This design comes from an exercise in tuning for small area and a short achievable clock period on the open sky130 flow, not from production work.
No run shown here included a check of the RTL's function; only the layout flow was run.

<file path="flow/design.v">
`timescale 1 ns / 1 ps
module AXIS_linear_regression_v1_0 #
	(
		parameter M = 8,
		parameter N = 3,
		parameter integer C_S00_AXIS_TDATA_WIDTH	= 32,
		parameter integer C_M00_AXIS_TDATA_WIDTH	= 32,
		parameter integer C_M00_AXIS_START_COUNT	= 32
	)
	(
		input wire  aclk,
		input wire  aresetn,
		output wire  s00_axis_tready,
		input wire [C_S00_AXIS_TDATA_WIDTH-1 : 0] s00_axis_tdata,
		input wire  s00_axis_tlast,
		input wire  s00_axis_tvalid,
		output wire  m00_axis_tvalid,
		output wire [C_M00_AXIS_TDATA_WIDTH-1 : 0] m00_axis_tdata,
		output wire  m00_axis_tlast,
		input wire  m00_axis_tready
	);
    reg        tready_r;
    reg  [2:0] vdly, ldly;
    reg        tvalid_r, tlast_r;
    reg  [31:0] tdata_r;
    reg  [1:0] col;         
    reg  [3:0] row;         
    reg        pending;     
    reg  [1:0] w;           
    assign s00_axis_tready = tready_r;
    assign m00_axis_tvalid = tvalid_r;
    assign m00_axis_tlast  = tlast_r;
    assign m00_axis_tdata  = tdata_r;
    wire take = s00_axis_tvalid & tready_r & ~pending;
    wire xrow = ~row[3];
    wire nz = row != 4'd0;              
    wire [15:0] bus16 = s00_axis_tdata[15:0];
    wire [15:0] enc;
    wire [7:0] encn;
    genvar g;
    generate for (g = 0; g < 8; g = g + 1) begin : be
        wire am1 = (g == 0) ? 1'b0 : bus16[2*g-1];
        wire a0 = bus16[2*g], a1 = bus16[2*g+1];
        assign enc[2*g]   = a0 ^ am1;
        assign enc[2*g+1] = (a1 & ~a0 & ~am1) | (~a1 & a0 & am1);
        assign encn[g]    = a1;
    end endgenerate
    reg [15:0] E0, E1, E2;
    reg [7:0] N0, N1, N2;
    wire ld0 = ~xrow | (col == 2'd0);
    wire ld1 = ~xrow | (col == 2'd1);
    wire ld2 = ~xrow | (col == 2'd2);
    wire flip = take & xrow & (col == 2'd3);
    reg [31:0] R0a, R0b, R0c;           
    reg [31:0] R1a, R1b;                
    reg [31:0] A22;
    reg [31:0] B0, B1, B2;              
    wire [31:0] busx = (col == 2'd3) ? s00_axis_tdata : {{16{s00_axis_tdata[15]}}, bus16};
    reg [31:0] Q0, Q1, Q2;
    reg sx0, sx1, sx2, sx3;             
    reg st;                             
    reg cR0, cB0, cR1, cB1, cR2, cB2;
    wire rot0 = take & ~xrow & (col != 2'd3);
    wire rot1 = take & ~xrow & (col == 2'd1 || col == 2'd2);
    always @(posedge aclk) begin
        if (ld0) E0 <= enc;
        if (ld1) E1 <= enc;
        if (ld2) E2 <= enc;
        if (ld0 | flip) N0 <= ld0 ? encn : ~N0;
        if (ld1 | flip) N1 <= ld1 ? encn : ~N1;
        if (ld2 | flip) N2 <= ld2 ? encn : ~N2;
        Q0 <= xrow ? busx : R0a;
        Q1 <= xrow ? busx : (col == 2'd0) ? R0b : R1a;
        Q2 <= xrow ? busx : (col == 2'd0) ? R0c : (col == 2'd1) ? R1b : A22;
        if (!aresetn) begin
            tready_r <= 1'b0;
            vdly <= 3'b0; ldly <= 3'b0;
            tvalid_r <= 1'b0; tlast_r <= 1'b0;
            col <= 2'd0; row <= 4'd0;
            pending <= 1'b0; w <= 2'd0;
            {sx0, sx1, sx2, sx3, st} <= 5'b0;
            {cR0, cB0, cR1, cB1, cR2, cB2} <= 6'b0;
        end else begin
            tready_r <= m00_axis_tready;
            vdly <= {vdly[1:0], s00_axis_tvalid};
            ldly <= {ldly[1:0], s00_axis_tlast};
            tvalid_r <= vdly[2];
            tlast_r <= ldly[2];
            sx0 <= take & xrow & (col == 2'd0);
            sx1 <= take & xrow & (col == 2'd1);
            sx2 <= take & xrow & (col == 2'd2);
            sx3 <= take & xrow & (col == 2'd3);
            st  <= rot0;
            cR0 <= take & xrow & nz & (col != 2'd3);
            cB0 <= take & (xrow ? nz & (col == 2'd3) : (col != 2'd3));
            cR1 <= take & xrow & nz & (col == 2'd1 || col == 2'd2);
            cB1 <= take & (xrow ? nz & (col == 2'd3) : 1'b1);
            cR2 <= take & xrow & nz & (col == 2'd2);
            cB2 <= take & (xrow ? nz & col[0] : 1'b1);
            if (take) begin
                col <= col + 2'd1;
                if (col == 2'd3) row <= row + 4'd1;
                if (~xrow && col == 2'd3) pending <= 1'b1;
            end
            if (pending & m00_axis_tready) begin
                w <= (w == 2'd2) ? 2'd0 : w + 2'd1;
                if (w == 2'd2) begin
                    pending <= 1'b0;
                    row <= 4'd0;
                    col <= 2'd0;
                end
            end
        end
    end
    wire tload = ~aresetn | (pending & m00_axis_tready);
    wire [31:0] gw = (w == 2'd0) ? B0 : (w == 2'd1) ? B1 : B2;
    always @(posedge aclk)
        if (tload) tdata_r <= gw & {32{aresetn}};
    wire [31:0] c0 = ({32{cR0}} & R0a) | ({32{cB0}} & B0);
    wire [31:0] r0;
    mac u0 (E0, N0, Q0, c0, r0);
    wire [31:0] c1 = ({32{cR1}} & R1a) | ({32{cB1}} & B1);
    wire [31:0] r1;
    mac u1 (E1, N1, Q1, c1, r1);
    wire [31:0] c2 = ({32{cR2}} & A22) | ({32{cB2}} & B2);
    wire [31:0] r2;
    mac u2 (E2, N2, Q2, c2, r2);
    wire wa0 = sx0 | sx1 | sx2;
    wire wa1 = sx1 | sx2;
    always @(posedge aclk) begin
        if (wa0 | rot0) begin
            R0a <= R0b;
            R0b <= R0c;
            R0c <= wa0 ? r0 : R0a;
        end
        if (wa1 | rot1) begin
            R1a <= R1b;
            R1b <= wa1 ? r1 : R1a;
        end
        if (sx2) A22 <= r2;
        if (sx3 | st) begin B0 <= r0; B1 <= r1; B2 <= r2; end
    end
endmodule
module mac(input [15:0] e, input [7:0] n, input [31:0] b, input [31:0] c, output [31:0] r);
wire one0 = e[0];
wire two0 = e[1];
wire neg0 = n[0];
wire one1 = e[2];
wire two1 = e[3];
wire neg1 = n[1];
wire one2 = e[4];
wire two2 = e[5];
wire neg2 = n[2];
wire one3 = e[6];
wire two3 = e[7];
wire neg3 = n[3];
wire one4 = e[8];
wire two4 = e[9];
wire neg4 = n[4];
wire one5 = e[10];
wire two5 = e[11];
wire neg5 = n[5];
wire one6 = e[12];
wire two6 = e[13];
wire neg6 = n[6];
wire one7 = e[14];
wire two7 = e[15];
wire neg7 = n[7];
wire p0_0, p0_1; bpp2 u_p0_0(one0, two0, neg0, 1'b0, b[0], b[1], p0_0, p0_1);
wire p0_2, p0_3; bpp2 u_p0_2(one0, two0, neg0, b[1], b[2], b[3], p0_2, p0_3);
wire p0_4, p0_5; bpp2 u_p0_4(one0, two0, neg0, b[3], b[4], b[5], p0_4, p0_5);
wire p0_6, p0_7; bpp2 u_p0_6(one0, two0, neg0, b[5], b[6], b[7], p0_6, p0_7);
wire p0_8, p0_9; bpp2 u_p0_8(one0, two0, neg0, b[7], b[8], b[9], p0_8, p0_9);
wire p0_10, p0_11; bpp2 u_p0_10(one0, two0, neg0, b[9], b[10], b[11], p0_10, p0_11);
wire p0_12, p0_13; bpp2 u_p0_12(one0, two0, neg0, b[11], b[12], b[13], p0_12, p0_13);
wire p0_14, p0_15; bpp2 u_p0_14(one0, two0, neg0, b[13], b[14], b[15], p0_14, p0_15);
wire p0_16, p0_17; bpp2 u_p0_16(one0, two0, neg0, b[15], b[16], b[17], p0_16, p0_17);
wire p0_18, p0_19; bpp2 u_p0_18(one0, two0, neg0, b[17], b[18], b[19], p0_18, p0_19);
wire p0_20, p0_21; bpp2 u_p0_20(one0, two0, neg0, b[19], b[20], b[21], p0_20, p0_21);
wire p0_22, p0_23; bpp2 u_p0_22(one0, two0, neg0, b[21], b[22], b[23], p0_22, p0_23);
wire p0_24, p0_25; bpp2 u_p0_24(one0, two0, neg0, b[23], b[24], b[25], p0_24, p0_25);
wire p0_26, p0_27; bpp2 u_p0_26(one0, two0, neg0, b[25], b[26], b[27], p0_26, p0_27);
wire p0_28, p0_29; bpp2 u_p0_28(one0, two0, neg0, b[27], b[28], b[29], p0_28, p0_29);
wire p0_30, p0_31; bpp2 u_p0_30(one0, two0, neg0, b[29], b[30], b[31], p0_30, p0_31);
wire p1_0, p1_1; bpp2 u_p1_0(one1, two1, neg1, 1'b0, b[0], b[1], p1_0, p1_1);
wire p1_2, p1_3; bpp2 u_p1_2(one1, two1, neg1, b[1], b[2], b[3], p1_2, p1_3);
wire p1_4, p1_5; bpp2 u_p1_4(one1, two1, neg1, b[3], b[4], b[5], p1_4, p1_5);
wire p1_6, p1_7; bpp2 u_p1_6(one1, two1, neg1, b[5], b[6], b[7], p1_6, p1_7);
wire p1_8, p1_9; bpp2 u_p1_8(one1, two1, neg1, b[7], b[8], b[9], p1_8, p1_9);
wire p1_10, p1_11; bpp2 u_p1_10(one1, two1, neg1, b[9], b[10], b[11], p1_10, p1_11);
wire p1_12, p1_13; bpp2 u_p1_12(one1, two1, neg1, b[11], b[12], b[13], p1_12, p1_13);
wire p1_14, p1_15; bpp2 u_p1_14(one1, two1, neg1, b[13], b[14], b[15], p1_14, p1_15);
wire p1_16, p1_17; bpp2 u_p1_16(one1, two1, neg1, b[15], b[16], b[17], p1_16, p1_17);
wire p1_18, p1_19; bpp2 u_p1_18(one1, two1, neg1, b[17], b[18], b[19], p1_18, p1_19);
wire p1_20, p1_21; bpp2 u_p1_20(one1, two1, neg1, b[19], b[20], b[21], p1_20, p1_21);
wire p1_22, p1_23; bpp2 u_p1_22(one1, two1, neg1, b[21], b[22], b[23], p1_22, p1_23);
wire p1_24, p1_25; bpp2 u_p1_24(one1, two1, neg1, b[23], b[24], b[25], p1_24, p1_25);
wire p1_26, p1_27; bpp2 u_p1_26(one1, two1, neg1, b[25], b[26], b[27], p1_26, p1_27);
wire p1_28, p1_29; bpp2 u_p1_28(one1, two1, neg1, b[27], b[28], b[29], p1_28, p1_29);
wire p2_0, p2_1; bpp2 u_p2_0(one2, two2, neg2, 1'b0, b[0], b[1], p2_0, p2_1);
wire p2_2, p2_3; bpp2 u_p2_2(one2, two2, neg2, b[1], b[2], b[3], p2_2, p2_3);
wire p2_4, p2_5; bpp2 u_p2_4(one2, two2, neg2, b[3], b[4], b[5], p2_4, p2_5);
wire p2_6, p2_7; bpp2 u_p2_6(one2, two2, neg2, b[5], b[6], b[7], p2_6, p2_7);
wire p2_8, p2_9; bpp2 u_p2_8(one2, two2, neg2, b[7], b[8], b[9], p2_8, p2_9);
wire p2_10, p2_11; bpp2 u_p2_10(one2, two2, neg2, b[9], b[10], b[11], p2_10, p2_11);
wire p2_12, p2_13; bpp2 u_p2_12(one2, two2, neg2, b[11], b[12], b[13], p2_12, p2_13);
wire p2_14, p2_15; bpp2 u_p2_14(one2, two2, neg2, b[13], b[14], b[15], p2_14, p2_15);
wire p2_16, p2_17; bpp2 u_p2_16(one2, two2, neg2, b[15], b[16], b[17], p2_16, p2_17);
wire p2_18, p2_19; bpp2 u_p2_18(one2, two2, neg2, b[17], b[18], b[19], p2_18, p2_19);
wire p2_20, p2_21; bpp2 u_p2_20(one2, two2, neg2, b[19], b[20], b[21], p2_20, p2_21);
wire p2_22, p2_23; bpp2 u_p2_22(one2, two2, neg2, b[21], b[22], b[23], p2_22, p2_23);
wire p2_24, p2_25; bpp2 u_p2_24(one2, two2, neg2, b[23], b[24], b[25], p2_24, p2_25);
wire p2_26, p2_27; bpp2 u_p2_26(one2, two2, neg2, b[25], b[26], b[27], p2_26, p2_27);
wire p3_0, p3_1; bpp2 u_p3_0(one3, two3, neg3, 1'b0, b[0], b[1], p3_0, p3_1);
wire p3_2, p3_3; bpp2 u_p3_2(one3, two3, neg3, b[1], b[2], b[3], p3_2, p3_3);
wire p3_4, p3_5; bpp2 u_p3_4(one3, two3, neg3, b[3], b[4], b[5], p3_4, p3_5);
wire p3_6, p3_7; bpp2 u_p3_6(one3, two3, neg3, b[5], b[6], b[7], p3_6, p3_7);
wire p3_8, p3_9; bpp2 u_p3_8(one3, two3, neg3, b[7], b[8], b[9], p3_8, p3_9);
wire p3_10, p3_11; bpp2 u_p3_10(one3, two3, neg3, b[9], b[10], b[11], p3_10, p3_11);
wire p3_12, p3_13; bpp2 u_p3_12(one3, two3, neg3, b[11], b[12], b[13], p3_12, p3_13);
wire p3_14, p3_15; bpp2 u_p3_14(one3, two3, neg3, b[13], b[14], b[15], p3_14, p3_15);
wire p3_16, p3_17; bpp2 u_p3_16(one3, two3, neg3, b[15], b[16], b[17], p3_16, p3_17);
wire p3_18, p3_19; bpp2 u_p3_18(one3, two3, neg3, b[17], b[18], b[19], p3_18, p3_19);
wire p3_20, p3_21; bpp2 u_p3_20(one3, two3, neg3, b[19], b[20], b[21], p3_20, p3_21);
wire p3_22, p3_23; bpp2 u_p3_22(one3, two3, neg3, b[21], b[22], b[23], p3_22, p3_23);
wire p3_24, p3_25; bpp2 u_p3_24(one3, two3, neg3, b[23], b[24], b[25], p3_24, p3_25);
wire p4_0, p4_1; bpp2 u_p4_0(one4, two4, neg4, 1'b0, b[0], b[1], p4_0, p4_1);
wire p4_2, p4_3; bpp2 u_p4_2(one4, two4, neg4, b[1], b[2], b[3], p4_2, p4_3);
wire p4_4, p4_5; bpp2 u_p4_4(one4, two4, neg4, b[3], b[4], b[5], p4_4, p4_5);
wire p4_6, p4_7; bpp2 u_p4_6(one4, two4, neg4, b[5], b[6], b[7], p4_6, p4_7);
wire p4_8, p4_9; bpp2 u_p4_8(one4, two4, neg4, b[7], b[8], b[9], p4_8, p4_9);
wire p4_10, p4_11; bpp2 u_p4_10(one4, two4, neg4, b[9], b[10], b[11], p4_10, p4_11);
wire p4_12, p4_13; bpp2 u_p4_12(one4, two4, neg4, b[11], b[12], b[13], p4_12, p4_13);
wire p4_14, p4_15; bpp2 u_p4_14(one4, two4, neg4, b[13], b[14], b[15], p4_14, p4_15);
wire p4_16, p4_17; bpp2 u_p4_16(one4, two4, neg4, b[15], b[16], b[17], p4_16, p4_17);
wire p4_18, p4_19; bpp2 u_p4_18(one4, two4, neg4, b[17], b[18], b[19], p4_18, p4_19);
wire p4_20, p4_21; bpp2 u_p4_20(one4, two4, neg4, b[19], b[20], b[21], p4_20, p4_21);
wire p4_22, p4_23; bpp2 u_p4_22(one4, two4, neg4, b[21], b[22], b[23], p4_22, p4_23);
wire p5_0, p5_1; bpp2 u_p5_0(one5, two5, neg5, 1'b0, b[0], b[1], p5_0, p5_1);
wire p5_2, p5_3; bpp2 u_p5_2(one5, two5, neg5, b[1], b[2], b[3], p5_2, p5_3);
wire p5_4, p5_5; bpp2 u_p5_4(one5, two5, neg5, b[3], b[4], b[5], p5_4, p5_5);
wire p5_6, p5_7; bpp2 u_p5_6(one5, two5, neg5, b[5], b[6], b[7], p5_6, p5_7);
wire p5_8, p5_9; bpp2 u_p5_8(one5, two5, neg5, b[7], b[8], b[9], p5_8, p5_9);
wire p5_10, p5_11; bpp2 u_p5_10(one5, two5, neg5, b[9], b[10], b[11], p5_10, p5_11);
wire p5_12, p5_13; bpp2 u_p5_12(one5, two5, neg5, b[11], b[12], b[13], p5_12, p5_13);
wire p5_14, p5_15; bpp2 u_p5_14(one5, two5, neg5, b[13], b[14], b[15], p5_14, p5_15);
wire p5_16, p5_17; bpp2 u_p5_16(one5, two5, neg5, b[15], b[16], b[17], p5_16, p5_17);
wire p5_18, p5_19; bpp2 u_p5_18(one5, two5, neg5, b[17], b[18], b[19], p5_18, p5_19);
wire p5_20, p5_21; bpp2 u_p5_20(one5, two5, neg5, b[19], b[20], b[21], p5_20, p5_21);
wire p6_0, p6_1; bpp2 u_p6_0(one6, two6, neg6, 1'b0, b[0], b[1], p6_0, p6_1);
wire p6_2, p6_3; bpp2 u_p6_2(one6, two6, neg6, b[1], b[2], b[3], p6_2, p6_3);
wire p6_4, p6_5; bpp2 u_p6_4(one6, two6, neg6, b[3], b[4], b[5], p6_4, p6_5);
wire p6_6, p6_7; bpp2 u_p6_6(one6, two6, neg6, b[5], b[6], b[7], p6_6, p6_7);
wire p6_8, p6_9; bpp2 u_p6_8(one6, two6, neg6, b[7], b[8], b[9], p6_8, p6_9);
wire p6_10, p6_11; bpp2 u_p6_10(one6, two6, neg6, b[9], b[10], b[11], p6_10, p6_11);
wire p6_12, p6_13; bpp2 u_p6_12(one6, two6, neg6, b[11], b[12], b[13], p6_12, p6_13);
wire p6_14, p6_15; bpp2 u_p6_14(one6, two6, neg6, b[13], b[14], b[15], p6_14, p6_15);
wire p6_16, p6_17; bpp2 u_p6_16(one6, two6, neg6, b[15], b[16], b[17], p6_16, p6_17);
wire p6_18, p6_19; bpp2 u_p6_18(one6, two6, neg6, b[17], b[18], b[19], p6_18, p6_19);
wire p7_0, p7_1; bpp2 u_p7_0(one7, two7, neg7, 1'b0, b[0], b[1], p7_0, p7_1);
wire p7_2, p7_3; bpp2 u_p7_2(one7, two7, neg7, b[1], b[2], b[3], p7_2, p7_3);
wire p7_4, p7_5; bpp2 u_p7_4(one7, two7, neg7, b[3], b[4], b[5], p7_4, p7_5);
wire p7_6, p7_7; bpp2 u_p7_6(one7, two7, neg7, b[5], b[6], b[7], p7_6, p7_7);
wire p7_8, p7_9; bpp2 u_p7_8(one7, two7, neg7, b[7], b[8], b[9], p7_8, p7_9);
wire p7_10, p7_11; bpp2 u_p7_10(one7, two7, neg7, b[9], b[10], b[11], p7_10, p7_11);
wire p7_12, p7_13; bpp2 u_p7_12(one7, two7, neg7, b[11], b[12], b[13], p7_12, p7_13);
wire p7_14, p7_15; bpp2 u_p7_14(one7, two7, neg7, b[13], b[14], b[15], p7_14, p7_15);
wire p7_16, p7_17; bpp2 u_p7_16(one7, two7, neg7, b[15], b[16], b[17], p7_16, p7_17);
wire n1;
wire n2;
ha un2 (p0_14, p1_12, n1, n2);
wire n3;
wire n4;
ha un4 (p0_15, p1_13, n3, n4);
wire n5;
wire n6;
ha un6 (p0_16, p1_14, n5, n6);
wire n7;
wire n8;
ha un8 (p0_17, p1_15, n7, n8);
wire n9;
wire n10;
ha un10 (p0_18, p1_16, n9, n10);
wire n11;
wire n12;
ha un12 (p0_19, p1_17, n11, n12);
wire n13;
wire n14;
ha un14 (p0_20, p1_18, n13, n14);
wire n15;
wire n16;
ha un16 (p0_21, p1_19, n15, n16);
wire n17;
wire n18;
ha un18 (p0_22, p1_20, n17, n18);
wire n19;
wire n20;
ha un20 (p0_23, p1_21, n19, n20);
wire n21;
wire n22;
ha un22 (p0_24, p1_22, n21, n22);
wire n23;
wire n24;
ha un24 (p0_25, p1_23, n23, n24);
wire n25;
wire n26;
ha un26 (p0_26, p1_24, n25, n26);
wire n27;
wire n28;
ha un28 (p0_27, p1_25, n27, n28);
wire n29;
wire n30;
ha un30 (p0_28, p1_26, n29, n30);
wire n31;
wire n32;
ha un32 (p0_29, p1_27, n31, n32);
wire n33;
wire n34;
ha un34 (p0_30, p1_28, n33, n34);
wire n35;
wire n36;
ha un36 (p0_31, p1_29, n35, n36);
wire n37;
wire n38;
ha un38 (p0_8, p1_6, n37, n38);
wire n39;
wire n40;
ha un40 (p0_9, p1_7, n39, n40);
wire n41;
wire n42;
fa un42 (p0_10, p1_8, p2_6, n41, n42);
wire n43;
wire n44;
ha un44 (p3_4, p4_2, n43, n44);
wire n45;
wire n46;
fa un46 (p0_11, p1_9, p2_7, n45, n46);
wire n47;
wire n48;
ha un48 (p3_5, p4_3, n47, n48);
wire n49;
wire n50;
fa un50 (p0_12, p1_10, p2_8, n49, n50);
wire n51;
wire n52;
fa un52 (p3_6, p4_4, p5_2, n51, n52);
wire n53;
wire n54;
ha un54 (p6_0, neg6, n53, n54);
wire n55;
wire n56;
fa un56 (p0_13, p1_11, p2_9, n55, n56);
wire n57;
wire n58;
fa un58 (p3_7, p4_5, p5_3, n57, n58);
wire n59;
wire n60;
ha un60 (p6_1, c[13], n59, n60);
wire n61;
wire n62;
fa un62 (n1, p2_10, p3_8, n61, n62);
wire n63;
wire n64;
fa un64 (p4_6, p5_4, p6_2, n63, n64);
wire n65;
wire n66;
fa un66 (p7_0, neg7, c[14], n65, n66);
wire n67;
wire n68;
fa un68 (n2, n3, p2_11, n67, n68);
wire n69;
wire n70;
fa un70 (p3_9, p4_7, p5_5, n69, n70);
wire n71;
wire n72;
fa un72 (p6_3, p7_1, c[15], n71, n72);
wire n73;
wire n74;
fa un74 (n4, n5, p2_12, n73, n74);
wire n75;
wire n76;
fa un76 (p3_10, p4_8, p5_6, n75, n76);
wire n77;
wire n78;
fa un78 (p6_4, p7_2, c[16], n77, n78);
wire n79;
wire n80;
fa un80 (n6, n7, p2_13, n79, n80);
wire n81;
wire n82;
fa un82 (p3_11, p4_9, p5_7, n81, n82);
wire n83;
wire n84;
fa un84 (p6_5, p7_3, c[17], n83, n84);
wire n85;
wire n86;
fa un86 (n8, n9, p2_14, n85, n86);
wire n87;
wire n88;
fa un88 (p3_12, p4_10, p5_8, n87, n88);
wire n89;
wire n90;
fa un90 (p6_6, p7_4, c[18], n89, n90);
wire n91;
wire n92;
fa un92 (n10, n11, p2_15, n91, n92);
wire n93;
wire n94;
fa un94 (p3_13, p4_11, p5_9, n93, n94);
wire n95;
wire n96;
fa un96 (p6_7, p7_5, c[19], n95, n96);
wire n97;
wire n98;
fa un98 (n12, n13, p2_16, n97, n98);
wire n99;
wire n100;
fa un100 (p3_14, p4_12, p5_10, n99, n100);
wire n101;
wire n102;
fa un102 (p6_8, p7_6, c[20], n101, n102);
wire n103;
wire n104;
fa un104 (n14, n15, p2_17, n103, n104);
wire n105;
wire n106;
fa un106 (p3_15, p4_13, p5_11, n105, n106);
wire n107;
wire n108;
fa un108 (p6_9, p7_7, c[21], n107, n108);
wire n109;
wire n110;
fa un110 (n16, n17, p2_18, n109, n110);
wire n111;
wire n112;
fa un112 (p3_16, p4_14, p5_12, n111, n112);
wire n113;
wire n114;
fa un114 (p6_10, p7_8, c[22], n113, n114);
wire n115;
wire n116;
fa un116 (n18, n19, p2_19, n115, n116);
wire n117;
wire n118;
fa un118 (p3_17, p4_15, p5_13, n117, n118);
wire n119;
wire n120;
fa un120 (p6_11, p7_9, c[23], n119, n120);
wire n121;
wire n122;
fa un122 (n20, n21, p2_20, n121, n122);
wire n123;
wire n124;
fa un124 (p3_18, p4_16, p5_14, n123, n124);
wire n125;
wire n126;
fa un126 (p6_12, p7_10, c[24], n125, n126);
wire n127;
wire n128;
fa un128 (n22, n23, p2_21, n127, n128);
wire n129;
wire n130;
fa un130 (p3_19, p4_17, p5_15, n129, n130);
wire n131;
wire n132;
fa un132 (p6_13, p7_11, c[25], n131, n132);
wire n133;
wire n134;
fa un134 (n24, n25, p2_22, n133, n134);
wire n135;
wire n136;
fa un136 (p3_20, p4_18, p5_16, n135, n136);
wire n137;
wire n138;
fa un138 (p6_14, p7_12, c[26], n137, n138);
wire n139;
wire n140;
fa un140 (n26, n27, p2_23, n139, n140);
wire n141;
wire n142;
fa un142 (p3_21, p4_19, p5_17, n141, n142);
wire n143;
wire n144;
fa un144 (p6_15, p7_13, c[27], n143, n144);
wire n145;
wire n146;
fa un146 (n28, n29, p2_24, n145, n146);
wire n147;
wire n148;
fa un148 (p3_22, p4_20, p5_18, n147, n148);
wire n149;
wire n150;
fa un150 (p6_16, p7_14, c[28], n149, n150);
wire n151;
wire n152;
fa un152 (n30, n31, p2_25, n151, n152);
wire n153;
wire n154;
fa un154 (p3_23, p4_21, p5_19, n153, n154);
wire n155;
wire n156;
fa un156 (p6_17, p7_15, c[29], n155, n156);
wire n157;
wire n158;
fa un158 (n32, n33, p2_26, n157, n158);
wire n159;
wire n160;
fa un160 (p3_24, p4_22, p5_20, n159, n160);
wire n161;
wire n162;
fa un162 (p6_18, p7_16, c[30], n161, n162);
wire n163;
wire n164;
fa un164 (n34, n35, p2_27, n163, n164);
wire n165;
wire n166;
fa un166 (p3_25, p4_23, p5_21, n165, n166);
wire n167;
wire n168;
fa un168 (p6_19, p7_17, c[31], n167, n168);
wire n169;
wire n170;
ha un170 (p0_4, p1_2, n169, n170);
wire n171;
wire n172;
ha un172 (p0_5, p1_3, n171, n172);
wire n173;
wire n174;
fa un174 (p0_6, p1_4, p2_2, n173, n174);
wire n175;
wire n176;
ha un176 (p3_0, neg3, n175, n176);
wire n177;
wire n178;
fa un178 (p0_7, p1_5, p2_3, n177, n178);
wire n179;
wire n180;
ha un180 (p3_1, c[7], n179, n180);
wire n181;
wire n182;
fa un182 (n37, p2_4, p3_2, n181, n182);
wire n183;
wire n184;
fa un184 (p4_0, neg4, c[8], n183, n184);
wire n185;
wire n186;
fa un186 (n38, n39, p2_5, n185, n186);
wire n187;
wire n188;
fa un188 (p3_3, p4_1, c[9], n187, n188);
wire n189;
wire n190;
fa un190 (n40, n41, n43, n189, n190);
wire n191;
wire n192;
fa un192 (p5_0, neg5, c[10], n191, n192);
wire n193;
wire n194;
fa un194 (n42, n44, n45, n193, n194);
wire n195;
wire n196;
fa un196 (n47, p5_1, c[11], n195, n196);
wire n197;
wire n198;
fa un198 (n46, n48, n49, n197, n198);
wire n199;
wire n200;
fa un200 (n51, n53, c[12], n199, n200);
wire n201;
wire n202;
fa un202 (n50, n52, n54, n201, n202);
wire n203;
wire n204;
fa un204 (n55, n57, n59, n203, n204);
wire n205;
wire n206;
fa un206 (n56, n58, n60, n205, n206);
wire n207;
wire n208;
fa un208 (n61, n63, n65, n207, n208);
wire n209;
wire n210;
fa un210 (n62, n64, n66, n209, n210);
wire n211;
wire n212;
fa un212 (n67, n69, n71, n211, n212);
wire n213;
wire n214;
fa un214 (n68, n70, n72, n213, n214);
wire n215;
wire n216;
fa un216 (n73, n75, n77, n215, n216);
wire n217;
wire n218;
fa un218 (n74, n76, n78, n217, n218);
wire n219;
wire n220;
fa un220 (n79, n81, n83, n219, n220);
wire n221;
wire n222;
fa un222 (n80, n82, n84, n221, n222);
wire n223;
wire n224;
fa un224 (n85, n87, n89, n223, n224);
wire n225;
wire n226;
fa un226 (n86, n88, n90, n225, n226);
wire n227;
wire n228;
fa un228 (n91, n93, n95, n227, n228);
wire n229;
wire n230;
fa un230 (n92, n94, n96, n229, n230);
wire n231;
wire n232;
fa un232 (n97, n99, n101, n231, n232);
wire n233;
wire n234;
fa un234 (n98, n100, n102, n233, n234);
wire n235;
wire n236;
fa un236 (n103, n105, n107, n235, n236);
wire n237;
wire n238;
fa un238 (n104, n106, n108, n237, n238);
wire n239;
wire n240;
fa un240 (n109, n111, n113, n239, n240);
wire n241;
wire n242;
fa un242 (n110, n112, n114, n241, n242);
wire n243;
wire n244;
fa un244 (n115, n117, n119, n243, n244);
wire n245;
wire n246;
fa un246 (n116, n118, n120, n245, n246);
wire n247;
wire n248;
fa un248 (n121, n123, n125, n247, n248);
wire n249;
wire n250;
fa un250 (n122, n124, n126, n249, n250);
wire n251;
wire n252;
fa un252 (n127, n129, n131, n251, n252);
wire n253;
wire n254;
fa un254 (n128, n130, n132, n253, n254);
wire n255;
wire n256;
fa un256 (n133, n135, n137, n255, n256);
wire n257;
wire n258;
fa un258 (n134, n136, n138, n257, n258);
wire n259;
wire n260;
fa un260 (n139, n141, n143, n259, n260);
wire n261;
wire n262;
fa un262 (n140, n142, n144, n261, n262);
wire n263;
wire n264;
fa un264 (n145, n147, n149, n263, n264);
wire n265;
wire n266;
fa un266 (n146, n148, n150, n265, n266);
wire n267;
wire n268;
fa un268 (n151, n153, n155, n267, n268);
wire n269;
wire n270;
fa un270 (n152, n154, n156, n269, n270);
wire n271;
wire n272;
fa un272 (n157, n159, n161, n271, n272);
wire n273;
wire n274;
fa un274 (n158, n160, n162, n273, n274);
wire n275;
wire n276;
fa un276 (n163, n165, n167, n275, n276);
wire n277;
wire n278;
ha un278 (p0_2, p1_0, n277, n278);
wire n279;
wire n280;
ha un280 (p0_3, p1_1, n279, n280);
wire n281;
wire n282;
fa un282 (n169, p2_0, neg2, n281, n282);
wire n283;
wire n284;
fa un284 (n170, n171, p2_1, n283, n284);
wire n285;
wire n286;
fa un286 (n172, n173, n175, n285, n286);
wire n287;
wire n288;
fa un288 (n174, n176, n177, n287, n288);
wire n289;
wire n290;
fa un290 (n178, n180, n181, n289, n290);
wire n291;
wire n292;
fa un292 (n182, n184, n185, n291, n292);
wire n293;
wire n294;
fa un294 (n186, n188, n189, n293, n294);
wire n295;
wire n296;
fa un296 (n190, n192, n193, n295, n296);
wire n297;
wire n298;
fa un298 (n194, n196, n197, n297, n298);
wire n299;
wire n300;
fa un300 (n198, n200, n201, n299, n300);
wire n301;
wire n302;
fa un302 (n202, n204, n205, n301, n302);
wire n303;
wire n304;
fa un304 (n206, n208, n209, n303, n304);
wire n305;
wire n306;
fa un306 (n210, n212, n213, n305, n306);
wire n307;
wire n308;
fa un308 (n214, n216, n217, n307, n308);
wire n309;
wire n310;
fa un310 (n218, n220, n221, n309, n310);
wire n311;
wire n312;
fa un312 (n222, n224, n225, n311, n312);
wire n313;
wire n314;
fa un314 (n226, n228, n229, n313, n314);
wire n315;
wire n316;
fa un316 (n230, n232, n233, n315, n316);
wire n317;
wire n318;
fa un318 (n234, n236, n237, n317, n318);
wire n319;
wire n320;
fa un320 (n238, n240, n241, n319, n320);
wire n321;
wire n322;
fa un322 (n242, n244, n245, n321, n322);
wire n323;
wire n324;
fa un324 (n246, n248, n249, n323, n324);
wire n325;
wire n326;
fa un326 (n250, n252, n253, n325, n326);
wire n327;
wire n328;
fa un328 (n254, n256, n257, n327, n328);
wire n329;
wire n330;
fa un330 (n258, n260, n261, n329, n330);
wire n331;
wire n332;
fa un332 (n262, n264, n265, n331, n332);
wire n333;
wire n334;
fa un334 (n266, n268, n269, n333, n334);
wire n335;
wire n336;
fa un336 (n270, n272, n273, n335, n336);
wire n337;
wire n338;
ha un338 (p0_0, neg0, n337, n338);
wire n339;
wire n340;
ha un340 (p0_1, c[1], n339, n340);
wire n341;
wire n342;
fa un342 (n277, neg1, c[2], n341, n342);
wire n343;
wire n344;
fa un344 (n278, n279, c[3], n343, n344);
wire n345;
wire n346;
fa un346 (n280, n281, c[4], n345, n346);
wire n347;
wire n348;
fa un348 (n282, n283, c[5], n347, n348);
wire n349;
wire n350;
fa un350 (n284, n285, c[6], n349, n350);
wire n351;
wire n352;
fa un352 (n286, n287, n179, n351, n352);
wire n353;
wire n354;
fa un354 (n288, n289, n183, n353, n354);
wire n355;
wire n356;
fa un356 (n290, n291, n187, n355, n356);
wire n357;
wire n358;
fa un358 (n292, n293, n191, n357, n358);
wire n359;
wire n360;
fa un360 (n294, n295, n195, n359, n360);
wire n361;
wire n362;
fa un362 (n296, n297, n199, n361, n362);
wire n363;
wire n364;
fa un364 (n298, n299, n203, n363, n364);
wire n365;
wire n366;
fa un366 (n300, n301, n207, n365, n366);
wire n367;
wire n368;
fa un368 (n302, n303, n211, n367, n368);
wire n369;
wire n370;
fa un370 (n304, n305, n215, n369, n370);
wire n371;
wire n372;
fa un372 (n306, n307, n219, n371, n372);
wire n373;
wire n374;
fa un374 (n308, n309, n223, n373, n374);
wire n375;
wire n376;
fa un376 (n310, n311, n227, n375, n376);
wire n377;
wire n378;
fa un378 (n312, n313, n231, n377, n378);
wire n379;
wire n380;
fa un380 (n314, n315, n235, n379, n380);
wire n381;
wire n382;
fa un382 (n316, n317, n239, n381, n382);
wire n383;
wire n384;
fa un384 (n318, n319, n243, n383, n384);
wire n385;
wire n386;
fa un386 (n320, n321, n247, n385, n386);
wire n387;
wire n388;
fa un388 (n322, n323, n251, n387, n388);
wire n389;
wire n390;
fa un390 (n324, n325, n255, n389, n390);
wire n391;
wire n392;
fa un392 (n326, n327, n259, n391, n392);
wire n393;
wire n394;
fa un394 (n328, n329, n263, n393, n394);
wire n395;
wire n396;
fa un396 (n330, n331, n267, n395, n396);
wire n397;
wire n398;
fa un398 (n332, n333, n271, n397, n398);
wire n399;
wire n400;
fa un400 (n334, n335, n275, n399, n400);
wire [31:0] s0 = {n398, n396, n394, n392, n390, n388, n386, n384, n382, n380, n378, n376, n374, n372, n370, n368, n366, n364, n362, n360, n358, n356, n354, n352, n350, n348, n346, n344, n342, n340, n338, n337};
wire [31:0] s1 = {n399, n397, n395, n393, n391, n389, n387, n385, n383, n381, n379, n377, n375, n373, n371, n369, n367, n365, n363, n361, n359, n357, n355, n353, n351, n349, n347, n345, n343, n341, n339, c[0]};
add32 u_cpa(s0, s1, r);
endmodule
module fa(input a, input b, input c, output s, output co);
assign s = a ^ b ^ c;
assign co = (a & b) | (a & c) | (b & c);
endmodule
module ha(input a, input b, output s, output co);
assign s = a ^ b;
assign co = a & b;
endmodule
module bpp2(input one, input two, input neg, input bm1, input b0, input b1, output p0, output p1);
assign p0 = ((one & b0) | (two & bm1)) ^ neg;
assign p1 = ((one & b1) | (two & b0)) ^ neg;
endmodule
module add32(input [31:0] a, input [31:0] b, output [31:0] s);
wire q1;
wire q2;
pgc u_pg0(a[0], b[0], q1, q2);
wire q3;
wire q4;
pgc u_pg1(a[1], b[1], q3, q4);
wire q5;
wire q6;
pgc u_pg2(a[2], b[2], q5, q6);
wire q7;
wire q8;
pgc u_pg3(a[3], b[3], q7, q8);
wire q9;
wire q10;
pgc u_pg4(a[4], b[4], q9, q10);
wire q11;
wire q12;
pgc u_pg5(a[5], b[5], q11, q12);
wire q13;
wire q14;
pgc u_pg6(a[6], b[6], q13, q14);
wire q15;
wire q16;
pgc u_pg7(a[7], b[7], q15, q16);
wire q17;
wire q18;
pgc u_pg8(a[8], b[8], q17, q18);
wire q19;
wire q20;
pgc u_pg9(a[9], b[9], q19, q20);
wire q21;
wire q22;
pgc u_pg10(a[10], b[10], q21, q22);
wire q23;
wire q24;
pgc u_pg11(a[11], b[11], q23, q24);
wire q25;
wire q26;
pgc u_pg12(a[12], b[12], q25, q26);
wire q27;
wire q28;
pgc u_pg13(a[13], b[13], q27, q28);
wire q29;
wire q30;
pgc u_pg14(a[14], b[14], q29, q30);
wire q31;
wire q32;
pgc u_pg15(a[15], b[15], q31, q32);
wire q33;
wire q34;
pgc u_pg16(a[16], b[16], q33, q34);
wire q35;
wire q36;
pgc u_pg17(a[17], b[17], q35, q36);
wire q37;
wire q38;
pgc u_pg18(a[18], b[18], q37, q38);
wire q39;
wire q40;
pgc u_pg19(a[19], b[19], q39, q40);
wire q41;
wire q42;
pgc u_pg20(a[20], b[20], q41, q42);
wire q43;
wire q44;
pgc u_pg21(a[21], b[21], q43, q44);
wire q45;
wire q46;
pgc u_pg22(a[22], b[22], q45, q46);
wire q47;
wire q48;
pgc u_pg23(a[23], b[23], q47, q48);
wire q49;
wire q50;
pgc u_pg24(a[24], b[24], q49, q50);
wire q51;
wire q52;
pgc u_pg25(a[25], b[25], q51, q52);
wire q53;
wire q54;
pgc u_pg26(a[26], b[26], q53, q54);
wire q55;
wire q56;
pgc u_pg27(a[27], b[27], q55, q56);
wire q57;
wire q58;
pgc u_pg28(a[28], b[28], q57, q58);
wire q59;
wire q60;
pgc u_pg29(a[29], b[29], q59, q60);
wire q61;
wire q62;
pgc u_pg30(a[30], b[30], q61, q62);
wire q63;
wire q64;
pgc u_pg31(a[31], b[31], q63, q64);
wire q65;
gray u_g65(q3, q4, q1, q65);
wire q66;
wire q67;
dot u_d67(q7, q8, q5, q6, q66, q67);
wire q68;
wire q69;
dot u_d69(q11, q12, q9, q10, q68, q69);
wire q70;
wire q71;
dot u_d71(q15, q16, q13, q14, q70, q71);
wire q72;
wire q73;
dot u_d73(q19, q20, q17, q18, q72, q73);
wire q74;
wire q75;
dot u_d75(q23, q24, q21, q22, q74, q75);
wire q76;
wire q77;
dot u_d77(q27, q28, q25, q26, q76, q77);
wire q78;
wire q79;
dot u_d79(q31, q32, q29, q30, q78, q79);
wire q80;
wire q81;
dot u_d81(q35, q36, q33, q34, q80, q81);
wire q82;
wire q83;
dot u_d83(q39, q40, q37, q38, q82, q83);
wire q84;
wire q85;
dot u_d85(q43, q44, q41, q42, q84, q85);
wire q86;
wire q87;
dot u_d87(q47, q48, q45, q46, q86, q87);
wire q88;
wire q89;
dot u_d89(q51, q52, q49, q50, q88, q89);
wire q90;
wire q91;
dot u_d91(q55, q56, q53, q54, q90, q91);
wire q92;
wire q93;
dot u_d93(q59, q60, q57, q58, q92, q93);
wire q94;
wire q95;
dot u_d95(q63, q64, q61, q62, q94, q95);
wire q96;
gray u_g96(q66, q67, q65, q96);
wire q97;
wire q98;
dot u_d98(q68, q69, q66, q67, q97, q98);
wire q99;
wire q100;
dot u_d100(q70, q71, q68, q69, q99, q100);
wire q101;
wire q102;
dot u_d102(q72, q73, q70, q71, q101, q102);
wire q103;
wire q104;
dot u_d104(q74, q75, q72, q73, q103, q104);
wire q105;
wire q106;
dot u_d106(q76, q77, q74, q75, q105, q106);
wire q107;
wire q108;
dot u_d108(q78, q79, q76, q77, q107, q108);
wire q109;
wire q110;
dot u_d110(q80, q81, q78, q79, q109, q110);
wire q111;
wire q112;
dot u_d112(q82, q83, q80, q81, q111, q112);
wire q113;
wire q114;
dot u_d114(q84, q85, q82, q83, q113, q114);
wire q115;
wire q116;
dot u_d116(q86, q87, q84, q85, q115, q116);
wire q117;
wire q118;
dot u_d118(q88, q89, q86, q87, q117, q118);
wire q119;
wire q120;
dot u_d120(q90, q91, q88, q89, q119, q120);
wire q121;
wire q122;
dot u_d122(q92, q93, q90, q91, q121, q122);
wire q123;
wire q124;
dot u_d124(q94, q95, q92, q93, q123, q124);
wire q125;
gray u_g125(q97, q98, q65, q125);
wire q126;
gray u_g126(q99, q100, q96, q126);
wire q127;
wire q128;
dot u_d128(q101, q102, q97, q98, q127, q128);
wire q129;
wire q130;
dot u_d130(q103, q104, q99, q100, q129, q130);
wire q131;
wire q132;
dot u_d132(q105, q106, q101, q102, q131, q132);
wire q133;
wire q134;
dot u_d134(q107, q108, q103, q104, q133, q134);
wire q135;
wire q136;
dot u_d136(q109, q110, q105, q106, q135, q136);
wire q137;
wire q138;
dot u_d138(q111, q112, q107, q108, q137, q138);
wire q139;
wire q140;
dot u_d140(q113, q114, q109, q110, q139, q140);
wire q141;
wire q142;
dot u_d142(q115, q116, q111, q112, q141, q142);
wire q143;
wire q144;
dot u_d144(q117, q118, q113, q114, q143, q144);
wire q145;
wire q146;
dot u_d146(q119, q120, q115, q116, q145, q146);
wire q147;
wire q148;
dot u_d148(q121, q122, q117, q118, q147, q148);
wire q149;
wire q150;
dot u_d150(q123, q124, q119, q120, q149, q150);
wire q151;
gray u_g151(q127, q128, q65, q151);
wire q152;
gray u_g152(q129, q130, q96, q152);
wire q153;
gray u_g153(q131, q132, q125, q153);
wire q154;
gray u_g154(q133, q134, q126, q154);
wire q155;
wire q156;
dot u_d156(q135, q136, q127, q128, q155, q156);
wire q157;
wire q158;
dot u_d158(q137, q138, q129, q130, q157, q158);
wire q159;
wire q160;
dot u_d160(q139, q140, q131, q132, q159, q160);
wire q161;
wire q162;
dot u_d162(q141, q142, q133, q134, q161, q162);
wire q163;
wire q164;
dot u_d164(q143, q144, q135, q136, q163, q164);
wire q165;
wire q166;
dot u_d166(q145, q146, q137, q138, q165, q166);
wire q167;
wire q168;
dot u_d168(q147, q148, q139, q140, q167, q168);
wire q169;
wire q170;
dot u_d170(q149, q150, q141, q142, q169, q170);
wire q171;
gray u_g171(q155, q156, q65, q171);
wire q172;
gray u_g172(q157, q158, q96, q172);
wire q173;
gray u_g173(q159, q160, q125, q173);
wire q174;
gray u_g174(q161, q162, q126, q174);
wire q175;
gray u_g175(q163, q164, q151, q175);
wire q176;
gray u_g176(q165, q166, q152, q176);
wire q177;
gray u_g177(q167, q168, q153, q177);
wire q178;
gray u_g178(q169, q170, q154, q178);
wire q179;
gray u_g179(q5, q6, q65, q179);
wire q180;
gray u_g180(q9, q10, q96, q180);
wire q181;
gray u_g181(q13, q14, q125, q181);
wire q182;
gray u_g182(q17, q18, q126, q182);
wire q183;
gray u_g183(q21, q22, q151, q183);
wire q184;
gray u_g184(q25, q26, q152, q184);
wire q185;
gray u_g185(q29, q30, q153, q185);
wire q186;
gray u_g186(q33, q34, q154, q186);
wire q187;
gray u_g187(q37, q38, q171, q187);
wire q188;
gray u_g188(q41, q42, q172, q188);
wire q189;
gray u_g189(q45, q46, q173, q189);
wire q190;
gray u_g190(q49, q50, q174, q190);
wire q191;
gray u_g191(q53, q54, q175, q191);
wire q192;
gray u_g192(q57, q58, q176, q192);
wire q193;
gray u_g193(q61, q62, q177, q193);
assign s[0] = q2;
xr u_x1(q4, q1, s[1]);
xr u_x2(q6, q65, s[2]);
xr u_x3(q8, q179, s[3]);
xr u_x4(q10, q96, s[4]);
xr u_x5(q12, q180, s[5]);
xr u_x6(q14, q125, s[6]);
xr u_x7(q16, q181, s[7]);
xr u_x8(q18, q126, s[8]);
xr u_x9(q20, q182, s[9]);
xr u_x10(q22, q151, s[10]);
xr u_x11(q24, q183, s[11]);
xr u_x12(q26, q152, s[12]);
xr u_x13(q28, q184, s[13]);
xr u_x14(q30, q153, s[14]);
xr u_x15(q32, q185, s[15]);
xr u_x16(q34, q154, s[16]);
xr u_x17(q36, q186, s[17]);
xr u_x18(q38, q171, s[18]);
xr u_x19(q40, q187, s[19]);
xr u_x20(q42, q172, s[20]);
xr u_x21(q44, q188, s[21]);
xr u_x22(q46, q173, s[22]);
xr u_x23(q48, q189, s[23]);
xr u_x24(q50, q174, s[24]);
xr u_x25(q52, q190, s[25]);
xr u_x26(q54, q175, s[26]);
xr u_x27(q56, q191, s[27]);
xr u_x28(q58, q176, s[28]);
xr u_x29(q60, q192, s[29]);
xr u_x30(q62, q177, s[30]);
xr u_x31(q64, q193, s[31]);
endmodule
module pgc(input a, input b, output g, output p);
assign g = a & b;
assign p = a ^ b;
endmodule
module dot(input g1, input p1, input g0, input p0, output g, output p);
assign g = g1 | (p1 & g0);
assign p = p1 & p0;
endmodule
module gray(input g1, input p1, input g0, output g);
assign g = g1 | (p1 & g0);
endmodule
module xr(input a, input b, output y);
assign y = a ^ b;
endmodule
</file>
<file path="flow/flow/run.sh">
#!/bin/bash
# The standard layout, with the port buffers made from buf_4 instead of the default cell,
# and the resizer's timing repair aiming at 16.5 ns of setup slack
set -euo pipefail
bash standard.sh finish 'BUFFER_PORTS_ARGS=-buffer_cell sky130_fd_sc_hd__buf_4' SETUP_SLACK_MARGIN=16.5 > standard.log 2>&1
</file>
<file path="flow/standard.sh">
#!/bin/bash
# synth_recipe.tcl (not shown) runs the flow's synth.tcl, then flattens the netlist and writes it again
# the make line also repeats each setting of config.mk as NAME=value (left out here)
make -C /OpenROAD-flow-scripts/flow DESIGN_CONFIG=/design/flow/config.mk WORK_HOME=/design/flow/orfs CLKGATE_MAP_FILE= SYNTH_SCRIPT=/design/flow/synth_recipe.tcl "${@:-finish}"
</file>
<file path="flow/config.mk">
export PLATFORM = sky130hd
export DESIGN_NAME = AXIS_linear_regression_v1_0
export DESIGN_NICKNAME = AXIS_linear_regression_v1_0
export VERILOG_FILES = /design/flow/design.v
export SDC_FILE = /design/flow/constraint.sdc
export NUM_CORES = 8
export LEC_CHECK = 0
export CAP_MARGIN = 20
export CORE_MARGIN = 2
export CORE_UTILIZATION = 40
export SLEW_MARGIN = 20
export SYNTH_HIERARCHICAL = 1
export SYNTH_MINIMUM_KEEP_SIZE = 0
</file>
<file path="flow/constraint.sdc">
create_clock -name core_clock -period 22.0 [get_ports {aclk}]
set_input_delay 4.4000 -clock core_clock [delete_from_list [all_inputs] [get_ports {aclk}]]
set_output_delay 4.4000 -clock core_clock [all_outputs]
set_load 0.01 [all_outputs]
</file>
==> reports/metrics.yaml, run 1 <==
outcome: "no timing/DRC/antenna violations"
grt_max_degree: 69
clk_latency_ns: 0.64
ioPinCount: 72
maxSlewViolCount: 0
postRouteAntennaNets: 0
drive_gt1_frac: 0.163
fin_area_sq_um: 52500
cp-end-kind: "output port"
antenna_found_initial: 10
fin_crit_ns: 5.59
cpPeakStageDelay_ns: 0.42
async_reset_ff_frac: 0
yosysMostFrequentCell: "xnor2_1"
postPlaceCellArea_sq_um: 48700
first_global_vias: 35000
grt_pass1_wl_mm: 246
utilization: 0.466
clock_skew_ns: 0.0310
wl_per_cell_microns: 30.9
synth_cell_types: 42
grt_setup_unrepaired: "yes"
fillers: 10300
cp_num_buf_inv: 1
cts_buffers: 51
hp-class: "reg2reg"
path_clk_slew_ns: 0.06
setup_violations: 0
vias: 34500
gp_routability_congestion: 0.956
setup_tns_ns: 0
htree_levels: 2
worstPathRequired_ns: 17.60
port_buffers: 71
cp.arrival_ns: 1.19
holdWs_ns: 0.431
die-area_sq_um: 116000
cts-root-buf: "clkbuf_16"
startpoint_type: "flop"
yosysSeqAreaShare: 0.314
yosysTopAreaCell: "edfxtp_1"
worst_slew_pin_slew_ns: 1.08
drv_cap: 0
cts_tree: "done"
synthCells: 3726
syn-cell-area_sq_um: 45400
drt_iter0_markers: 4208
drc_errors: 0
period_share: 0.254
vias_per_cell: 6.29
fmax_mhz: 179
overflow: 0
crit_type: "reg2out"
nNetsFinal: 4679
synth_warnings: 7
start_util: 0.403
cpMaxStageDelayCell: "edfxtp_1"
wirelength_mm: 170
cp_top_family: "flip-flops"
first_pass_iters: 6
die_w_microns: 341
critPathMaxFanout: 1
synth_top_area_share: 0.259
syn_to_final_growth_pct: 15.5
dp_hpwl_mm: 118
grt.total_usage: 0.287
synth-edff-count: 392
clockBufferDepth: 3
yosys-top-cells-count: "xnor2_1 (602), a22oi_1 (600), fa_1 (504)"
synth.avg_cell_area_sq_um: 12.2
die_h_microns: 341
coreArea_sq_um: 113000
holdBufCountCts: 0
core.rowCount: 123
crit_chain: "buf_6"
hold_violations: 0
synth_area_leaders: "edfxtp_1 (26%), fa_1 (22%), xnor2_1 (12%), a22oi_1 (9.9%), dfxtp_1 (5.5%)"
clock-sinks: 517
synth_ff_type: "edfxtp_1"
ys_ff_latch: 517
relSlewSlack: 0.275
[per-layer routing]
| metal | track usage | wire (microns) | vias up | part of all wire |
|---|---|---|---|---|
| met5 | 0 | 36 | - | 0.00021 |
| met4 | 0.115 | 8000 | 6 | 0.047 |
| met3 | 0.0637 | 17600 | 362 | 0.10 |
| met2 | 0.445 | 76200 | 2092 | 0.45 |
| met1 | 0.389 | 67700 | 17900 | 0.40 |
| li1 | - | - | 14200 | - |
[final cells by class]
type / instances / area (sq um) / share of cell area
clock buffer: 65 / 1440 / 0.0275
sequential: 517 / 14400 / 0.274
antenna: 4 / 10.0 / 0.000191
tap: 1500 / 1880 / 0.0358
timing repair buffer: 238 / 2510 / 0.0478
clock inverter: 31 / 293 / 0.00558
inverter: 23 / 86.3 / 0.00165
multi-input combinational: 3109 / 31900 / 0.608
[layout by cell type, fill, tap and decap left out, types with 24 or more instances in the layout]
master | netlist | final
dfxtp_2 | 0 | 42
fa_2 | 0 | 85
ha_4 | 0 | 35
nand2_1 | 122 | 121
xnor2_1 | 602 | 602
edfxtp_1 | 392 | 392
ha_1 | 198 | 162
clkbuf_16 | 0 | 57
fa_1 | 504 | 419
a22o_1 | 96 | 96
buf_4 | 18 | 141
a22oi_2 | 0 | 51
a21oi_1 | 53 | 53
mux2i_1 | 67 | 67
conb_1 | 3 | 24
mux2_2 | 64 | 59
a22oi_1 | 600 | 549
xor2_1 | 100 | 77
and2_1 | 178 | 172
o21ai_0 | 125 | 122
a21o_1 | 225 | 223
buf_6 | 1 | 58
dfxtp_1 | 125 | 76
a211oi_1 | 48 | 48
nor2b_1 | 35 | 34
buf_12 | 0 | 28
[worst paths after layout]
kind / from / endpoint / slack, ns / cells after the start
worst min register to register: ldly[0]$_SDFF_PN0_ / ldly[1]$_SDFF_PN0_ / 0.43 / 1
worst min-delay path: ldly[0]$_SDFF_PN0_ / ldly[1]$_SDFF_PN0_ / 0.43 / 1
worst max-delay path: tdata_r[15]$_DFFE_PP_ / m00_axis_tdata[15] / 16.41 / 1
worst max register to register: cB1$_SDFF_PN0_ / R1b[31]$_DFFE_PP_ / 16.45 / 15
[repair_timing]
action	4_1_cts	5_1_grt
pin swaps	1	101
gates resized for setup	93	167
setup endpoints to repair	256	99
setup buffers	20	45
hold endpoints to repair	0	0
gates cloned	1	4
[Yosys stat by module (local to each module, per instance)]
module	cell area, sq um	flip-flops and latches	cells inside
bpp2	32.5	0	4
add32	7.51	0	1
mac	3.75	0	1
AXIS_linear_regression_v1_0	19800	517	1371
xr	8.76	0	1
fa	20.0	0	1
dot	13.8	0	2
pgc	12.5	0	1
ha	12.5	0	1
gray	7.51	0	1
[state kept, by name (all words and copies together) (netlist names), 16 cells and up]
name and flops:
A22 32, B0 32, B1 32, B2 32, E0 16, E1 16, E2 16, Q0 32
Q1 32, Q2 32, R0a 32, R0b 32, R0c 32, R1a 32, R1b 32, tdata_r 32
[logic make-up after synthesis]
group                    Yosys count  share of synthesized area
multiplexers                     131                     0.0306
AO/OA/AOI/OAI                   1172                      0.186
AND/OR/NAND/NOR                  378                     0.0450
XOR/XNOR                         702                      0.135
flip-flops                       517                      0.314
adder cells (fa/ha/maj)          702                      0.277
other                              3                   0.000248
buffers and inverters            121                     0.0124
[per-stage QoR]
stage | setup WS (ns) | std cells
floorplan | 15.25 | 3747
global placement | 15.22 | 5317
detailed placement | 15.21 | 5317
CTS | 16.37 | 5434
global route | 16.37 | 5483
finish | 16.41 | 5487
==> inputs of run 2 (changes only) <==
--- a/flow/design.v
+++ b/flow/design.v
@@ -59,8 +59,7 @@
     reg [31:0] Q0, Q1, Q2;
     reg sx0, sx1, sx2, sx3;             
-    reg st;                             
+    reg st0, st1, st2;                  
     reg cR0, cB0, cR1, cB1, cR2, cB2;
-    wire rot0 = take & ~xrow & (col != 2'd3);
-    wire rot1 = take & ~xrow & (col == 2'd1 || col == 2'd2);
+    wire st = st0 | st1 | st2;
     always @(posedge aclk) begin
         if (ld0) E0 <= enc;
@@ -70,6 +69,6 @@
         if (ld1 | flip) N1 <= ld1 ? encn : ~N1;
         if (ld2 | flip) N2 <= ld2 ? encn : ~N2;
-        Q0 <= xrow ? busx : R0a;
-        Q1 <= xrow ? busx : (col == 2'd0) ? R0b : R1a;
+        Q0 <= xrow ? busx : st ? R0b : R0a;
+        Q1 <= xrow ? busx : (col == 2'd0) ? R0b : st1 ? R1b : R1a;
         Q2 <= xrow ? busx : (col == 2'd0) ? R0c : (col == 2'd1) ? R1b : A22;
         if (!aresetn) begin
@@ -79,5 +78,5 @@
             col <= 2'd0; row <= 4'd0;
             pending <= 1'b0; w <= 2'd0;
-            {sx0, sx1, sx2, sx3, st} <= 5'b0;
+            {sx0, sx1, sx2, sx3, st0, st1, st2} <= 7'b0;
             {cR0, cB0, cR1, cB1, cR2, cB2} <= 6'b0;
         end else begin
@@ -91,5 +90,7 @@
             sx2 <= take & xrow & (col == 2'd2);
             sx3 <= take & xrow & (col == 2'd3);
-            st  <= rot0;
+            st0 <= take & ~xrow & (col == 2'd0);
+            st1 <= take & ~xrow & (col == 2'd1);
+            st2 <= take & ~xrow & (col == 2'd2);
             cR0 <= take & xrow & nz & (col != 2'd3);
             cB0 <= take & (xrow ? nz & (col == 2'd3) : (col != 2'd3));
@@ -128,4 +129,6 @@
     wire wa0 = sx0 | sx1 | sx2;
     wire wa1 = sx1 | sx2;
+    wire rot0 = st;
+    wire rot1 = st1 | st2;
     always @(posedge aclk) begin
         if (wa0 | rot0) begin
==> run 2 against run 1 <==
- still clean on timing, DRC and antenna
- maximum frequency decreased by 0.87%
- clock skew rose by 0.014 ns
- first-iteration DRC count grew 0.40%
- critical path depth is the same
- core utilization shrank 0.20 points
- non-clock buffer count down 9
- synthesized cell count is 2.2% higher
- critical path type unchanged
- largest cell class unchanged
==> reports/metrics.yaml, run 2 <==
clock-sinks: 519  # was 517
drv_cap: 0  # unchanged
hold_violations: 0  # unchanged
syn-cell-area_sq_um: 46100  # was 45400 sq um
gp_routability_congestion: 1.01  # was 0.956
syn_to_final_growth_pct: 15.1  # was 15.5%
grtUsageMet2: 0.436  # was 0.445
regArea_sq_um: 14400  # about the same
vias_per_cell: 6.27  # was 6.29
drt_iter0_markers: 4225  # was 4208
synth.avg_cell_area_sq_um: 12.1  # was 12.2 sq um
grt_pass1_wl_mm: 247  # was 246 mm
multi_input_area_sq_um: 32400  # was 31900 sq um
fillers: 10400  # was 10300
use_met3: 0.0571  # was 0.0637
ys_ff_latch: 519  # was 517
holdBufCountCts: 0  # unchanged
cp_top_family: "flip-flops"  # unchanged
crit_chain: "buf_6"  # unchanged
drc_errors: 0  # unchanged
nNetsFinal: 4746  # was 4679
worstPathRequired_ns: 17.60  # about the same
cts_tree: "done"  # unchanged
die_h_microns: 343  # was 341 microns
fmax_mhz: 177  # was 179 MHz
final_common_cell: "xnor2_1"  # unchanged
dp_hpwl_mm: 122  # was 118 mm
crit_type: "reg2out"  # unchanged
first_global_vias: 35200  # was 35000
cpPeakStageDelay_ns: 0.46  # was 0.42 ns
drive_gt1_frac: 0.169  # was 0.163
setup_violations: 0  # unchanged
grt_setup_unrepaired: "yes"  # unchanged
grt.total_usage: 0.284  # was 0.287
clk_latency_ns: 0.65  # was 0.64 ns
final_cell_mix: "xnor2_1 (596), a22oi_1 (548), fa_1 (423)"  # was xnor2_1 (602), a22oi_1 (549), fa_1 (419)
antenna_found_initial: 2  # was 10
coreArea_sq_um: 114000  # was 113000 sq um
port_buffers: 71  # unchanged
path_clk_slew_ns: 0.06  # about the same
yosysMostFrequentCell: "xnor2_1"  # unchanged
relSlewSlack: 0.313  # was 0.275
clockBufferDepth: 3  # unchanged
die-area_sq_um: 118000  # was 116000 sq um
ioPinCount: 72  # unchanged
use_met1: 0.389  # about the same
fin_crit_ns: 5.64  # was 5.59 ns
cpMaxStageDelayCell: "edfxtp_1"  # unchanged
synthCells: 3809  # was 3726
cp_num_buf_inv: 1  # unchanged
clock_skew_ns: 0.0446  # was 0.0310 ns
cp.arrival_ns: 1.24  # was 1.19 ns
wl_per_cell_microns: 30.8  # was 30.9 microns
wirelength_mm: 171  # was 170 mm
synth_warnings: 7  # unchanged
yosysTopAreaCell: "edfxtp_1"  # unchanged
async_reset_ff_frac: 0  # unchanged
synth-edff-count: 392  # unchanged
vias: 34900  # was 34500
cp-end-kind: "output port"  # unchanged
outcome: "no timing/DRC/antenna violations"  # unchanged
yosys-top-cells-count: "xnor2_1 (602), a22oi_1 (600), fa_1 (504)"  # unchanged
synth_top_area_share: 0.255  # was 0.259
grt_max_degree: 81  # was 69
yosysSeqAreaShare: 0.311  # was 0.314
synth_cell_types: 42  # unchanged
postRouteAntennaNets: 0  # unchanged
first_pass_iters: 6  # unchanged
die_w_microns: 343  # was 341 microns
cts-root-buf: "clkbuf_16"  # unchanged
startpoint_type: "flop"  # unchanged
critPathMaxFanout: 1  # unchanged
setup_tns_ns: 0  # unchanged
worst_slew_pin_slew_ns: 1.02  # was 1.08 ns
start_util: 0.403  # about the same
grt-busiest-layer: "met2"  # unchanged
core.rowCount: 124  # was 123
synth_ff_type: "edfxtp_1"  # unchanged
period_share: 0.256  # was 0.254
maxSlewViolCount: 0  # unchanged
hp-class: "reg2reg"  # unchanged
cts_buffers: 56  # was 51
htree_levels: 2  # unchanged
overflow: 0  # unchanged
synth_area_leaders: "edfxtp_1 (26%), fa_1 (22%), xnor2_1 (11%), a22oi_1 (9.8%), dfxtp_1 (5.5%)"  # was edfxtp_1 (26%), fa_1 (22%), xnor2_1 (12%), a22oi_1 (9.9%), dfxtp_1 (5.5%)
[run 2: cell types whose count changed after synthesis, moves of 18 or more]
cell | before | now
clkbuf_1 | 50 | 78
a21oi_1 | 53 | 21
a21o_1 | 225 | 256
and3_1 | 2 | 20
nor2_1 | 18 | 68
o21ai_0 | 125 | 99
mux2_2 | 64 | 96
and2_1 | 178 | 147
[run 2: stage by stage]
step | std cells | worst slack (ns) | instance area (sq um) | hold WS (ns) | utilization
final | 5568 | 16.36 | 53000 | 0.433 | 0.464
after global routing | 5566 | 16.33 | 53000 | 0.444 | 0.464
after CTS | 5521 | 16.32 | 51700 | 0.435 | 0.452
after detailed placement | 5390 | 15.95 | 49300 | 0.418 | 0.431
after global placement | 5389 | 15.96 | 49300 | 0.414 | 0.431
after floorplan | 3830 | 16.43 | 46600 | 0.412 | -
[run 2: worst reg2reg max path, cell delays in order (launching register included)]
cell	delay [ns]
edfxtp_1	0.43
buf_6	0.16
buf_6	0.12
clkbuf_16	0.17
a22oi_2	0.18
xnor2_1	0.11
ha_1	0.35
fa_2	0.51
fa_2	0.41
fa_1	0.53
fa_2	0.47
ha_4	0.18
a21o_1	0.18
a21o_1	0.20
a21o_1	0.19
a21o_1	0.15
a21o_1	0.22
a21o_1	0.19
xor2_1	0.22
mux2_2	0.29
[run 2: metal layers]
metal  part of all wire  up-vias
met5                  0        -
met4              0.056        0
met3              0.098      373
met2               0.45     2015
met1               0.40    18000
li1                   -    14500
[run 2: cell families after synthesis]
logic type                 after synthesis  share of synthesized area
DFF                                    519                      0.311
AOI/OAI and AO/OA                     1171                      0.186
other                                    3                   0.000244
buffers and inverters                  133                     0.0121
xor gates and xnor gates               702                      0.133
adders and majority gates              702                      0.273
and+or+nand+nor                        418                     0.0469
muxes                                  161                     0.0376
[run 2: timing repair]
item	4_1_cts	5_1_grt
cloned	0	7
setup endpoints to repair	118	94
pin swaps	0	76
setup buffers	27	36
gates resized for setup	69	171
[run 2: cell type report]
class,instances,share of cell area
Antenna cell,3,0.000142
Multi-Input combinational cell,3178,0.610
Sequential cell,519,0.271
Clock inverter,24,0.00359
Tap cell,1512,0.0357
Timing Repair Buffer,229,0.0459
Clock buffer,80,0.0316
Inverter,23,0.00163
[run 2: modules after synthesis, one instance, submodules excluded]
module	cells	times used	area, sq um	flip-flops and latches
AXIS_linear_regression_v1_0	1454	1	20400	519
bpp2	4	300	32.5	0
gray	1	90	7.51	0
fa	1	504	20.0	0
dot	2	135	13.8	0
ha	1	96	12.5	0
mac	1	3	3.75	0
add32	1	3	7.51	0
xr	1	93	8.76	0
pgc	1	96	12.5	0
[run 2: path summary, 6_finish.rpt]
kind                          from                  to  slack, ns  cells past startpoint
max          tdata_r[27]$_DFFE_PP_  m00_axis_tdata[27]      16.36                      1
min             vdly[1]$_SDFF_PN0_  vdly[2]$_SDFF_PN0_       0.43                      1
min reg2reg     vdly[1]$_SDFF_PN0_  vdly[2]$_SDFF_PN0_       0.43                      1
max reg2reg        E0[1]$_DFFE_PP_   R0c[29]$_DFFE_PP_      16.45                     19

[port drivers added, routing unchanged]
In the flow no input, the clock included, has a driving cell. The finished layouts below were timed again as built, in two steps. Step 1, drivers: a clkbuf_16 drives aclk and a buf_2 each remaining input, both assumed. Step 2 adds t to the input delays and takes it off the output delays; t is the mean of the earliest and latest rising clock arrival at the registers after step 1. Input paths then give back, and output paths get back, about the clock's delay inside the block. Three values: ideal ports, drivers, drivers and shift; two values: the first two.
run	shift t [ns]	slack for setup (ns)	hold slack, ns	worst setup path after step 2	worst register clock-pin slew, ns
run 1	0.715	16.410 / 16.323 / 15.919	0.431 / 0.431 / 0.431	input to register	0.08 / 0.08
run 2	0.705	16.361 / 16.285 / 15.967	0.433 / 0.433 / 0.433	input to register	0.07 / 0.07
After both steps setup and hold are still met in every run listed. The setup slack of run 1, which loses most, moves by -0.087 ns with the drivers and by -0.491 ns with both steps.
